What follows belongs to an exercise in optimizing a design on an open flow for small area; a production flow would make more cautious choices.
In this exercise RTL edits were held to simulation tests only and were not proved equivalent to the original.
The flow treats the clock pin as an ideal source, which a real chip does not have.
Power and IR drop assume default switching activity.

## ehourglass
module ehourglass(sw1,btn0,rst,clk,speed,beep,r_col,g_col,row,seg_led,seg_led_d,
				lcd_rs,lcd_rw,lcd_e,d);
make LEC_CHECK=0 CAP_MARGIN=20 CORE_MARGIN=2 CORE_UTILIZATION=55 CTS_BUF_LIST='sky130_fd_sc_hd__clkbuf_4 sky130_fd_sc_hd__clkbuf_8' SLEW_MARGIN=20 finish   # period 10.0 ns
run.sh (not shown) runs the stock make flow with config.mk's settings and CLKGATE_MAP_FILE= SYNTH_SCRIPT=/design/flow/synth_recipe.tcl, a recipe that flattens the netlist after the stock synthesis.
Next try:
Settings changed: CORE_UTILIZATION 55 to 40, CTS_BUF_LIST sky130_fd_sc_hd__clkbuf_4 sky130_fd_sc_hd__clkbuf_8 to default.
The new run produced a clean layout.
Worst setup slack gets better by 11 ps.
Clock-buffer cell count is lower by 2.
Area after synthesis is unchanged.
Power is higher by 17%.
Global-route usage is lower by 5.0 points.
Final cell count is higher by about 5.7%.
Clock power is higher by about 50%.
Sequential share of layout area is lower by 1.1 points.

---

ehourglass, a different RTL version from the one above (not shown whole).
Size: about 500 cells after synthesis, ~4400 um^2 of cells after synthesis.
Settings: LEC_CHECK=0, CAP_MARGIN=20, CORE_MARGIN=2, CORE_UTILIZATION=55, SLEW_MARGIN=20; clock period 10.0 ns.
standard.sh (not shown) runs the stock make flow with config.mk's settings and CLKGATE_MAP_FILE= SYNTH_SCRIPT=/design/flow/synth_recipe.tcl, a recipe that flattens the netlist after the stock synthesis.
==> flow/flow/run.sh <==
#!/bin/bash
# Own layout flow: the standard flow (standard.sh) with an area-oriented
# ABC script in synthesis, cells sized down after floorplan, small port
# buffers and a clock tree of small buffers without dummy loads, its leaf
# buffers sized to their load.
set -euo pipefail
W=$(pwd)
export AREA_ABC_SCRIPT=$W/flow/area.script
export FLOW_SYNTH_TCL=$W/synth_recipe.tcl
bash standard.sh \
  SYNTH_SCRIPT=$W/flow/synth_area.tcl \
  POST_FLOORPLAN_TCL=$W/flow/post_floorplan.tcl \
  POST_CTS_TCL=$W/flow/post_cts.tcl \
  "BUFFER_PORTS_ARGS=-buffer_cell sky130_fd_sc_hd__buf_1" \
  "CTS_ARGS=-sink_clustering_enable -repair_clock_nets -dont_use_dummy_load -buf_list {sky130_fd_sc_hd__clkbuf_4 sky130_fd_sc_hd__clkbuf_8}" \
  finish > $W/flow_make.log 2>&1
==> flow/flow/area.script <==
strash
&get -n
&deepsyn -T 30
&put
dch -f
amap
topo
==> flow/flow/post_cts.tcl <==
# Leaf clock buffers that drive few flip-flops do not need clkbuf_8: give
# those with at most 11 flip-flop clock pins the smaller clkbuf_4. The root
# buffer (which drives buffers, not flip-flops) keeps its size.
set block [ord::get_db_block]
set downsized 0
foreach inst [$block getInsts] {
  if {[[$inst getMaster] getName] ne "sky130_fd_sc_hd__clkbuf_8"} { continue }
  set net [[$inst findITerm X] getNet]
  if {$net eq "NULL"} { continue }
  set sinks 0
  set all_flops 1
  foreach it [$net getITerms] {
    if {[$it isOutputSignal]} { continue }
    incr sinks
    if {[[$it getMTerm] getName] ne "CLK"} { set all_flops 0 }
  }
  if {$all_flops && $sinks > 0 && $sinks <= 11} {
    replace_cell [$inst getName] sky130_fd_sc_hd__clkbuf_4
    incr downsized
  }
}
puts "post_cts: $downsized leaf clock buffers resized to clkbuf_4"
detailed_placement
check_placement -verbose
==> flow/flow/post_floorplan.tcl <==
# Timing is far from critical at this clock period: size cells down to
# recover the area that the synthesis's buffering and upsizing spent.
repair_timing -recover_power 100 -setup_margin 0.5
==> flow/flow/synth_area.tcl <==
# The standard synthesis (synth_recipe.tcl), with ABC's mapping script
# replaced by an area-oriented one. Registers are mapped by dfflibmap before
# ABC runs and the adder step does not touch them, so they come out the same
# as in the standard synthesis.
proc abc {args} {
  set i [lsearch -exact $args -script]
  if {$i >= 0} { lset args [expr {$i + 1}] $::env(AREA_ABC_SCRIPT) }
  yosys abc {*}$args
}
# Leave adders to ABC too instead of mapping them to adder cells first, so
# they are optimised together with the logic around them.
set ::env(ADDER_MAP_FILE) ""
source $::env(FLOW_SYNTH_TCL)
The first run went through all stages and came out clean.
==> next run, changes <==
CORE_UTILIZATION = 70   (was 55)
PLACE_DENSITY = 0.8   (was default)
The new run finished with timing, DRC and antenna clean.
Final area drops by 0.84%.
Global-route usage rose by 5.8 points.
First-iteration DRC count increases by 39%.
Synthesized area does not change.
Sequential power barely changes.
Fmax fell by 1.8%.
Worst hold slack stays flat.
Clock skew rose by 6.2 ps.
Worst setup slack is worse by 87 ps.
Non-clock buffer count stays the same.

==> separate check: timing with driven ports <==
The results above use ideal ports. As a check the final layouts listed here were re-extracted and re-timed, cells and wires unchanged.
Step 1, drivers: a clkbuf_16 drives clk and a buf_2 each remaining input, both assumed.
Step 2 moves the port delays by t, midway between the first and last clock arrival at a register: inputs arrive t later, outputs are due t later. That takes back most of the time a late clock gives input paths.
Three values: ideal, step 1, step 2; two values: the first two.
| run | t, ns | slack for setup (ns) | worst hold slack (ns) | slew at the worst register clock pin (ns) |
|---|---|---|---|---|
| the first run of note 1 | 0.388 | 4.949 / 4.917 / 5.305 | 0.365 / 0.365 / 0.365 | 0.09 / 0.09 |
| the second run of note 1 | 0.371 | 4.960 / 4.923 / 5.294 | 0.363 / 0.363 / 0.363 | 0.07 / 0.07 |
| the first run of note 2 | 0.359 | 5.294 / 5.266 / 5.626 | 0.378 / 0.378 / 0.378 | 0.11 / 0.11 |
| the second run of note 2 | 0.376 | 5.208 / 5.178 / 5.554 | 0.377 / 0.377 / 0.377 | 0.11 / 0.11 |
After both steps setup and hold are still met in every run listed.
